Context: an optimization exercise on an open-source flow, tuned for a short achievable clock period and few clock cycles. The choices shown serve that exercise and are no tape-out recipe. Function was checked by simulation only, so behaviour that the tests miss may differ from the original. Power and IR drop assume default switching activity.

<file path="flow/config.mk">
export PLATFORM = sky130hd
export DESIGN_NAME = Pipeline_CPU
export DESIGN_NICKNAME = Pipeline_CPU
export VERILOG_FILES = /design/flow/design.v
export SDC_FILE = /design/flow/constraint.sdc
export NUM_CORES = 8
export LEC_CHECK = 0
export CAP_MARGIN = 20
export CORE_MARGIN = 2
export CORE_UTILIZATION = 40
export PLACE_DENSITY = 0.6
export SETUP_SLACK_MARGIN = 3.0
export SLEW_MARGIN = 20
</file>
<file path="flow/constraint.sdc">
create_clock -name core_clock -period 6.0 [get_ports {clk}]
set_input_delay 1.2000 -clock core_clock [delete_from_list [all_inputs] [get_ports {clk}]]
set_output_delay 1.2000 -clock core_clock [all_outputs]
set_load 0.01 [all_outputs]
</file>
<file path="flow/design.v">
module Pipeline_CPU(
    input clk,                  
    input rst,                  
    input [31:0] Data_in,       
    input [31:0] inst_IF,       
    output [31:0] PC_out_IF,    
    output MemRW_Mem,           
    output [31:0] Addr_out,     
    output [31:0] Data_out      
);
    reg  [31:0] pc;
    reg         ex_valid;
    reg         ex_wr;           
    reg  [4:0]  ex_rd;
    reg         ex_ld, ex_st, ex_br, ex_bne, ex_jalr, ex_pred;
    reg  [31:0] ex_alt;          
    reg  [31:0] ex_a, ex_b, ex_sd, ex_pre;
    reg         ex_s_add, ex_s_sub, ex_s_sll, ex_s_srl, ex_s_sra;
    reg         ex_s_slt, ex_s_sltu, ex_s_xor, ex_s_or, ex_s_and, ex_s_pre;
    reg  [4:0]  ex_bidx;         
    reg         m_wr, m_ld, m_st;
    reg  [4:0]  m_rd;
    reg  [31:0] m_res, m_sd;
    reg  [31:0] rf [1:31];
    reg  [1:0]  bp_cnt [0:31];
    reg  [31:0] bp_seen;
    wire [31:0] ins = inst_IF;
    wire [4:0]  opc = ins[6:2];
    wire [4:0]  rd  = ins[11:7];
    wire [4:0]  rs1 = ins[19:15];
    wire [4:0]  rs2 = ins[24:20];
    wire [2:0]  f3  = ins[14:12];
    wire        f7b = ins[30];
    wire d_lui   = (opc == 5'b01101);
    wire d_auipc = (opc == 5'b00101);
    wire d_jal   = (opc == 5'b11011);
    wire d_jalr  = (opc == 5'b11001);
    wire d_br    = (opc == 5'b11000);
    wire d_ld    = (opc == 5'b00000);
    wire d_st    = (opc == 5'b01000);
    wire d_opi   = (opc == 5'b00100);
    wire d_op    = (opc == 5'b01100);
    wire use1 = ~(d_lui | d_auipc | d_jal);
    wire use2 = d_op | d_st | d_br;
    wire d_wr = (rd != 5'd0) & ~(d_br | d_st);
    wire [31:0] immI = {{20{ins[31]}}, ins[31:20]};
    wire [31:0] immS = {{20{ins[31]}}, ins[31:25], ins[11:7]};
    wire [31:0] immB = {{19{ins[31]}}, ins[31], ins[7], ins[30:25], ins[11:8], 1'b0};
    wire [31:0] immJ = {{11{ins[31]}}, ins[31], ins[19:12], ins[20], ins[30:21], 1'b0};
    wire [31:0] immU = {ins[31:12], 12'h0};
    wire alu_op = d_op | d_opi;
    wire s_add  = (alu_op & f3 == 3'b000 & ~(d_op & f7b)) | d_ld | d_st;
    wire s_sub  = d_op & f3 == 3'b000 & f7b;
    wire s_sll  = alu_op & f3 == 3'b001;
    wire s_slt  = alu_op & f3 == 3'b010;
    wire s_sltu = alu_op & f3 == 3'b011;
    wire s_xor  = alu_op & f3 == 3'b100;
    wire s_srl  = alu_op & f3 == 3'b101 & ~f7b;
    wire s_sra  = alu_op & f3 == 3'b101 & f7b;
    wire s_or   = alu_op & f3 == 3'b110;
    wire s_and  = alu_op & f3 == 3'b111;
    wire s_pre  = d_lui | d_auipc | d_jal | d_jalr;
    wire [31:0] pc4    = pc + 32'd4;
    wire [31:0] br_tgt = pc + (d_jal ? immJ : immB);
    wire [4:0]  bidx   = pc[6:2];
    wire        pred   = bp_seen[bidx] ? bp_cnt[bidx][1] : ins[31];
    wire        take   = d_jal | (d_br & pred);
    wire [31:0] fd_next = take ? br_tgt : pc4;
    wire [31:0] pre    = d_lui ? immU : d_auipc ? (pc + immU) : pc4;
    wire [31:0] ex_res;
    wire [31:0] wb;
    wire [31:0] rf1 = (rs1 == 5'd0) ? 32'd0 : rf[rs1];
    wire [31:0] rf2 = (rs2 == 5'd0) ? 32'd0 : rf[rs2];
    wire e1 = ex_wr & (ex_rd == rs1);
    wire e2 = ex_wr & (ex_rd == rs2);
    wire m1 = m_wr & (m_rd == rs1);
    wire m2 = m_wr & (m_rd == rs2);
    wire [31:0] v1 = e1 ? ex_res : m1 ? wb : rf1;
    wire [31:0] v2 = e2 ? ex_res : m2 ? wb : rf2;
    wire stall = ex_ld & ((use1 & e1) | (use2 & e2));
    wire [31:0] sum  = ex_a + ex_b;
    wire [31:0] diff = ex_a - ex_b;
    wire        lts  = $signed(ex_a) < $signed(ex_b);
    wire        ltu  = ex_a < ex_b;
    wire [31:0] shl  = ex_a << ex_b[4:0];
    wire [31:0] shr  = ex_a >> ex_b[4:0];
    wire [31:0] sha  = $signed(ex_a) >>> ex_b[4:0];
    assign ex_res = ({32{ex_s_add}}  & sum)
                  | ({32{ex_s_sub}}  & diff)
                  | ({32{ex_s_sll}}  & shl)
                  | ({32{ex_s_srl}}  & shr)
                  | ({32{ex_s_sra}}  & sha)
                  | ({32{ex_s_xor}}  & (ex_a ^ ex_b))
                  | ({32{ex_s_or}}   & (ex_a | ex_b))
                  | ({32{ex_s_and}}  & (ex_a & ex_b))
                  | ({32{ex_s_pre}}  & ex_pre)
                  | {31'd0, (ex_s_slt & lts) | (ex_s_sltu & ltu)};
    wire eq       = (ex_a == ex_b);
    wire taken    = ex_bne ? ~eq : eq;
    wire mispred  = ex_valid & ex_br & (taken != ex_pred);
    wire jredir   = ex_valid & ex_jalr;
    wire redirect = mispred | jredir;
    wire [31:0] redir_pc = ex_jalr ? {sum[31:1], 1'b0} : ex_alt;
    assign Addr_out  = m_res;
    assign Data_out  = m_sd;
    assign MemRW_Mem = m_st;
    assign wb = m_ld ? Data_in : m_res;
    assign PC_out_IF = pc;
    always @(posedge clk or posedge rst) begin
        if (rst) begin
            pc       <= 32'd0;
            ex_valid <= 1'b0;
            ex_wr    <= 1'b0;
            ex_ld    <= 1'b0;
            ex_st    <= 1'b0;
            ex_br    <= 1'b0;
            ex_jalr  <= 1'b0;
            m_wr     <= 1'b0;
            m_ld     <= 1'b0;
            m_st     <= 1'b0;
        end else begin
            if (redirect)    pc <= redir_pc;
            else if (!stall) pc <= fd_next;
            begin : fd_to_ex
                reg go;
                go = ~redirect & ~stall;
                ex_valid <= go;
                ex_wr    <= go & d_wr;
                ex_ld    <= go & d_ld;
                ex_st    <= go & d_st;
                ex_br    <= go & d_br;
                ex_jalr  <= go & d_jalr;
            end
            m_wr <= ex_wr;
            m_ld <= ex_ld;
            m_st <= ex_st;
        end
    end
    always @(posedge clk) begin
        ex_rd     <= rd;
        ex_bne    <= f3[0];
        ex_pred   <= pred;
        ex_alt    <= pred ? pc4 : br_tgt;
        ex_bidx   <= bidx;
        ex_a      <= v1;
        ex_b      <= (d_op | d_br) ? v2 : d_st ? immS : immI;
        ex_sd     <= v2;
        ex_pre    <= pre;
        ex_s_add  <= s_add;
        ex_s_sub  <= s_sub;
        ex_s_sll  <= s_sll;
        ex_s_srl  <= s_srl;
        ex_s_sra  <= s_sra;
        ex_s_slt  <= s_slt;
        ex_s_sltu <= s_sltu;
        ex_s_xor  <= s_xor;
        ex_s_or   <= s_or;
        ex_s_and  <= s_and;
        ex_s_pre  <= s_pre;
        m_rd  <= ex_rd;
        m_res <= ex_res;
        m_sd  <= ex_sd;
    end
    integer i;
    always @(posedge clk or posedge rst) begin
        if (rst) begin
            for (i = 1; i < 32; i = i + 1) rf[i] <= 32'd0;
        end else if (m_wr) begin
            rf[m_rd] <= wb;
        end
    end
    always @(posedge clk or posedge rst) begin
        if (rst) begin
            bp_seen <= 32'd0;
            for (i = 0; i < 32; i = i + 1) bp_cnt[i] <= 2'b00;
        end else if (ex_valid & ex_br) begin
            bp_seen[ex_bidx] <= 1'b1;
            if (!bp_seen[ex_bidx])
                bp_cnt[ex_bidx] <= taken ? 2'b10 : 2'b01;
            else if (taken & (bp_cnt[ex_bidx] != 2'b11))
                bp_cnt[ex_bidx] <= bp_cnt[ex_bidx] + 2'b01;
            else if (!taken & (bp_cnt[ex_bidx] != 2'b00))
                bp_cnt[ex_bidx] <= bp_cnt[ex_bidx] - 2'b01;
        end
    end
endmodule
</file>
<file path="flow/run.sh">
#!/bin/bash
# synth_recipe.tcl (not shown) runs the flow's synth.tcl, then flattens the netlist and writes it again
# the make line also repeats each setting of config.mk as NAME=value (left out here)
make -C /OpenROAD-flow-scripts/flow DESIGN_CONFIG=/design/flow/config.mk WORK_HOME=/design/flow/orfs CLKGATE_MAP_FILE= SYNTH_SCRIPT=/design/flow/synth_recipe.tcl finish
</file>
==> results of run 1 <==
## worst reg2reg max path, stage by stage (launching register included)
cell and delay [ns]:
dfxtp_4 0.42, inv_4 0.06, ha_4 0.15, inv_2 0.05, fa_2 0.21, nor2b_4 0.16, o211ai_1 0.10, buf_4 0.17
a311oi_4 0.29, buf_6 0.18, a21oi_4 0.09, nor3_4 0.26, o21ai_2 0.12, a21o_1 0.21, a311o_1 0.38, a2111oi_4 0.34
buf_4 0.18, a31oi_4 0.13
## cell usage in the layout (no fill, tap or decap), drive strengths merged, types with 152 or more instances in the layout
cell | Yosys | layout
o21ai | 644 | 644
a22oi | 616 | 616
buf | 109 | 1057
clkbuf | 615 | 231
nand2 | 769 | 769
dfrtp | 1129 | 1129
nand3 | 152 | 153
a21oi | 936 | 936
ha | 167 | 167
a221oi | 152 | 152
inv | 162 | 160
dfxtp | 252 | 252
nor2 | 1017 | 1020
## through the flow
step	setup WS (ns)	power, mW	cell area, µm²
after floorplan	-10.78	22.4	74600
after global placement	0.512	27.4	81200
after detailed placement	0.496	27.7	81300
after CTS	2.43	40.5	95100
after global routing	2.27	44.2	98800
final	2.34	42.8	98800
## power by group through the flow
| stage | Sequential, mW | Clock, mW | Combinational (mW) |
|---|---|---|---|
| after CTS | 15.3 | 10.0 | 15.1 |
| after global routing | 15.7 | 10.4 | 18.0 |
| after floorplan | 14.4 | 0 | 8.00 |
| after detailed placement | 15.6 | 0 | 12.2 |
| final | 15.6 | 10.0 | 17.1 |
| after global placement | 15.5 | 0 | 11.9 |
## final cells by class
cell class / instances / area share [%]
antenna: 28 / 0.0709
clock buffer: 221 / 4.64
clock inverter: 59 / 0.743
inverter: 171 / 0.743
multi-input combinational: 6108 / 44.1
sequential: 1381 / 33.8
tap: 2480 / 3.14
timing repair buffer: 1214 / 12.7
timing repair inverter: 1 / 0.0203
## logic make-up after synthesis
family / after synthesis / synth area share (%)
flip-flops: 1381 / 44.7
XOR/XNOR: 124 / 1.48
buffers and inverters: 899 / 4.74
adder cells (fa/ha/maj): 171 / 2.91
multiplexers: 287 / 5.13
AO/OA/AOI/OAI: 3081 / 26.7
AND/OR/NAND/NOR: 2438 / 14.3
## worst min-delay path by stage
stage               startpoint        to  depth (start not counted)
floorplan             ex_sd[0]   m_sd[0]                          0
global placement     ex_sd[16]  m_sd[16]                          0
detailed placement   ex_sd[11]  m_sd[11]                          0
CTS                   ex_sd[6]   m_sd[6]                          0
global route         ex_sd[11]  m_sd[11]                          0
finish                ex_sd[6]   m_sd[6]                          0
## layer usage
layer  vias up  share of wire [%]
li1      32100                  -
met1     38900                 34
met2      7686                 40
met3      2530                 15
met4        28                 11
met5         -               0.13
## timing repair
action / CTS / global route
hold endpoints to repair: 0 / 0
resized for setup: 1151 / 452
setup endpoints to repair: 434 / 565
cloned: 24 / 7
hold buffers: 0 / 0
buffers inserted: 446 / 162
pin swaps: 296 / 225
==> impl_metrics.toml, run 1 <==
[global_route]
grt_use_met2_pct = 57.7
grt_overflow = 0
grt_pass1_vias = 74900
use_met1_pct = 49.5
met3_usage_pct = 17.6
grt_first_pass_wirelength_um = 568000
grt_max_degree = 131
grt_busiest_layer = "met2"
grtUsageTotal_pct = 41.5
antenna_found_initial = 29

[finish]
largest_register = "rf"
drive_gt1_share_pct = 26.2
largest_reg_flops = 992
area_growth_pct = 32.7
fill_cells = 16400
top_regs = "rf: 992 flops, bp_cnt: 64 flops"
multi_input_area_um2 = 43600
regArea_um2 = 33500
fin_cells = 11700
final_nets = 9265
final_util_pct = 53.4

[run]
drv_cap = 0

[clock_tree]
cts_max_level = 4
clkSlewWorstSetupHoldPaths_ns = 0.06
cts_sinks = 1381
cts_buffers = 151
clock_path_buffers = 3
cts_tree = "built"
cts_root_buf = "clkbuf_16"
clk_latency_ns = 0.86

[worst_setup_path]
rr_endpoint = "ex_sd[28]"
crit_type = "flip-flop to flip-flop"
path_buf_inv = 5
reg2reg_from = "ex_a[0]"
critPathArrivalTime_ns = 4.31
cp_num_cells = 17
r2r_slack_ns = 2.34
worstPathRequired_ns = 6.66
path_cells = "inv_4, ha_4, inv_2, fa_2, nor2b_4, o211ai_1, buf_4, a311oi_4, buf_6, a21oi_4, nor3_4, o21ai_2, a21o_1, a311o_1, a2111oi_4, buf_4, a31oi_4"
critical_path.startpoint_type = "flip-flop"
slowest_delay_ns = 0.42
crit_path_end_kind = "flip-flop"
critical_path.top_delay_family = "compound AO/OA/AOI/OAI gates"
cp_common_cell = "buf_4"
r2r_cells = 17
worst-path-max-fanout = 3
crit_start = "ex_a[0]"
crit_slowest_cell = "dfxtp_4"
crit_end = "ex_sd[28]"

[power]
seqPwrFrac_pct = 36.4
power.switching_mw = 17.5
peakVddDrop_v = 0.000277
power.share.clock_pct = 23.5
p_comb_share_pct = 40.1
power_density_nw_per_um2 = 433
p_leak_nw = 41.0
p_int_mw = 25.3
sw_frac_of_total_pct = 40.9

[timing]
worst_pin_slew_ns = 1.32
hold_ws_ns = 0.323
hold_violations = 0
setup_viol = 0
fmax_mhz = 274
slew_headroom_pct = 12.2
final_max_slew_viol_count = 0
clock_skew_ns = 0.0510
fin_tns_setup_ns = 0
rsz0062_at_grt = "yes"
finalCriticalPeriod_ns = 3.66
post-route-period-util_pct = 60.9

[routing]
viasPerCell = 6.97
drtAntennaViolNets = 0
wire_per_inst_um = 35.5
via_count = 81300
firstDrtPassIters = 14
routed_wl_um = 414000
drc = 0
drtIter0Drc = 15900

[logic_synthesis]
yosysWarnings = 3
yosysSeqAreaShare_pct = 44.7
synth_area_per_cell_um2 = 8.88
synth_top_area_share_pct = 37.9
synth-main-ff-cell = "dfrtp_1"
syn_inst = 8381
syn_area_um2 = 74500
synth_edf_count = 0
synth_seq_cells = 1381
yosysMostFrequentCell = "dfrtp_1"
synth_commonest_cells = "1129 x dfrtp_1, 1014 x nor2_1, 936 x a21oi_1"
synth_area_leader_cell = "dfrtp_1"
netlist_top_cells_area = "dfrtp_1 38%, dfxtp_1 6.8%, a21oi_1 6.3%"
async_flop_share_pct = 81.8
syn_nets = 8618
ys_types = 109

[floorplanning]
die_h_um = 435
core_um2 = 185000
chipWidth_um = 435
die_area_um2 = 190000
rows = 158
io_pins = 163
start_util_pct = 40.2

[place]
place_inst = 10700
hpwl_um = 250000
gp_congestion = 1.06
numPortBuffers = 160

[min_path]
hold_class = "flip-flop to flip-flop"

[outcome]
status = "timing/DRC/antenna clean"
Testbench counts, summed over its fixed seeds: cycles 52,037.
==> run 2, diff against run 1 <==
--- a/flow/config.mk
+++ b/flow/config.mk
@@ -9,5 +9,4 @@
 export CORE_MARGIN = 2
 export CORE_UTILIZATION = 40
 export PLACE_DENSITY = 0.6
-export SETUP_SLACK_MARGIN = 3.0
 export SLEW_MARGIN = 20
==> run 2 against run 1 <==
Synthesized cell count unchanged; critical path depth decreased by 6; sequential power about the same; sequential cell count unchanged; combinational power decreased by 27%; hold slack improved by 0.0023 ns; die area unchanged; critical path type unchanged.
==> impl_metrics.toml, run 2 <==
[power]
peakVddDrop_v = 0.000288
power_density_nw_per_um2 = 445
p_leak_nw = 36.0

[clock_tree]
cts_resized = 0
post-cts-setup-buffers = 0
clk_latency_ns = 0.88
cts_tree = "built"
clkSlewWorstSetupHoldPaths_ns = 0.08
cts_buffers = 156
ctsHoldBuffers = 0
clock_path_buffers = 3
cts_sinks = 1381
cts_root_buf = "clkbuf_16"
cts_max_level = 4

[finish]
fin_cells = 11000
largest_register = "rf"
regArea_um2 = 33300
fill_cells = 17700
final_nets = 8619
final_common_cell = "dfrtp_1"
largest_reg_flops = 992
drive_gt1_share_pct = 12.3
top_regs = "rf: 992 flops, bp_cnt: 64 flops"
area_growth_pct = 17.0
multi_input_area_um2 = 38800
layout_common_cells = "1128 x dfrtp_1, 940 x nor2_1, 935 x a21oi_1"

[floorplanning]
io_pins = 163
die_area_um2 = 190000
die_h_um = 435
chipWidth_um = 435
core_um2 = 185000
rows = 158
start_util_pct = 40.2

[timing]
slew_headroom_pct = 8.06
rsz0062_at_grt = "no"
final_max_slew_viol_count = 0
setup_viol = 0
finalCriticalPeriod_ns = 5.04
hold_violations = 0
fin_tns_setup_ns = 0
clock_skew_ns = 0.0602
post-route-period-util_pct = 84.1
fmax_mhz = 198
worst_pin_slew_ns = 1.38

[routing]
drtAntennaViolNets = 0
drtIter0Drc = 13100
wire_per_inst_um = 35.1
via_count = 75200
drc = 0
firstDrtPassIters = 11
routed_wl_um = 386000
viasPerCell = 6.83

[logic_synthesis]
synth_mux_area_share_pct = 5.13
syn_inst = 8381
synth-main-ff-cell = "dfrtp_1"
synth_compound_area_share_pct = 26.7
yosysWarnings = 3
synth_top_area_share_pct = 37.9
netlist_top_cells_area = "dfrtp_1 38%, dfxtp_1 6.8%, a21oi_1 6.3%"
synth_area_leader_cell = "dfrtp_1"
synth_seq_cells = 1381
synth_top_family_by_area = "compound AO/OA/AOI/OAI gates"
synth_edf_count = 0
yosysSeqAreaShare_pct = 44.7
ys_types = 109
synth_xor_area_share_pct = 1.48
syn_nets = 8618
synth_fa_ha_area_share_pct = 2.91
yosysMostFrequentCell = "dfrtp_1"
synth_area_per_cell_um2 = 8.88
syn_area_um2 = 74500
synth_commonest_cells = "1129 x dfrtp_1, 1014 x nor2_1, 936 x a21oi_1"
async_flop_share_pct = 81.8
synthSimpleGateAreaFrac_pct = 14.3

[place]
numPortBuffers = 160
place_inst = 10700
hpwl_um = 249000
gp_congestion = 1.00

[worst_setup_path]
worst-path-max-fanout = 38
rr_endpoint = "ex_b[11]"
r2r_cells = 11
critical_path.startpoint_type = "flip-flop"
reg2reg_from = "ex_b[0]"
r2r_slack_ns = 0.96
critPathArrivalTime_ns = 5.81
worstPathRequired_ns = 6.76
crit_type = "flip-flop to flip-flop"
crit_path_end_kind = "flip-flop"

[outcome]
status = "timing/DRC/antenna clean"

[min_path]
whs_path_depth = 0
hp-start = "ex_sd[14]"
hold_end = "m_sd[14]"
hold_class = "flip-flop to flip-flop"

[global_route]
grt_max_degree = 167
grtUsageTotal_pct = 39.5
grt_overflow = 0
antenna_found_initial = 18
grt_pass1_vias = 70700
grt_first_pass_wirelength_um = 540000

[run]
drv_cap = 0
run 2: layout make-up:
cell class | instances | area share [%]
timing repair buffer | 571 | 6.50
clock inverter | 91 | 1.51
multi-input combinational | 6101 | 44.5
tap | 2480 | 3.56
clock buffer | 200 | 4.93
sequential | 1381 | 38.2
antenna | 17 | 0.0488
inverter | 171 | 0.741
run 2: logic make-up after synthesis:
| family | after synthesis |
|---|---|
| compound gates | 3081 |
| buf+inv | 899 |
| fa+ha+maj | 171 |
| xor+xnor | 124 |
| flops | 1381 |
| simple gates | 2438 |
| mux | 287 |
run 2: metrics by stage:
stage	cell area, µm²	hold WS, ns	util (%)	total power, mW	setup slack (ns)
2_1_floorplan	74500	0.310	-	22.3	-10.78
3_3_place_gp	81000	0.310	43.7	27.5	0.495
3_5_place_dp	81100	0.314	43.8	27.7	0.563
4_1_cts	86700	0.328	46.8	38.2	1.10
5_1_grt	87100	0.330	47.0	40.3	0.758
6_report	87100	0.325	47.0	38.8	0.956
run 2: worst max-delay path by stage:
stage          startpoint  slack, ns            to
3_3_place_gp   inst_IF[6]       0.50        pc[30]
4_1_cts           ex_a[3]       1.10      ex_b[30]
6_report          ex_b[0]       0.96      ex_b[11]
2_1_floorplan         rst     -10.78  bp_cnt[0][0]
5_1_grt        ex_bidx[0]       0.76  bp_cnt[8][1]
3_5_place_dp   inst_IF[6]       0.56        pc[30]
run 2: worst max-delay path: stages (launching register included):
cell       delay, ns
dfxtp_4         0.35
buf_4           0.51
buf_4           0.58
mux2i_1         0.55
mux2i_1         0.37
nor2b_1         0.24
o21a_1          0.23
o22ai_1         0.54
o2111ai_1       0.21
a21oi_1         0.60
o21ai_0         0.46
a21o_1          0.28
run 2: metal layers:
metal / part of all wire, % / track usage (%) / wire length [µm] / vias to the layer above
li1: - / - / - / 30800
met1: 36 / 48.4 / 139000 / 36500
met2: 42 / 57.1 / 161000 / 6129
met3: 14 / 15.2 / 53200 / 1711
met4: 8.5 / 27.1 / 32700 / 20
met5: 0.069 / 0.428 / 267 / -
run 2: report_power, final:
part / switching [mW] / leakage, nW / internal (mW)
clock: 4.50 / 2.72 / 6.00
sequential: 3.46 / 15.2 / 12.3
combinational: 7.79 / 18.1 / 4.70

## separate check: timing with driven ports
Ports are ideal in the flow. The routed layouts listed here were re-timed in OpenROAD. Step 1 sets driving cells, clkbuf_16 on the clock port and buf_2 on the other inputs (assumed; they add their load-dependent delay and slew). Step 2 also shifts input and output timing later by t, the mid clock arrival at the registers, as if the neighbouring blocks saw the same clock. a / b / c = no drivers / after step 1 / after step 2; a / b = the first two.
| run | t (ns) | setup WS [ns] | worst register clock-pin slew, ns | worst data-port slew with drivers (ns) | pins driven straight from the clock port |
|---|---|---|---|---|---|
| run 1 | 0.924 | 2.345 / 2.345 / 1.517 | 0.07 / 0.07 | 0.20 | 1 |
| run 2 | 0.944 | 0.956 / 0.956 / 0.228 | 0.08 / 0.08 | 0.09 | 1 |
After both steps every run listed still meets setup and hold. For run 1, which loses most, drivers alone change the setup slack by 0.000 ns; drivers and shift together by -0.828 ns.
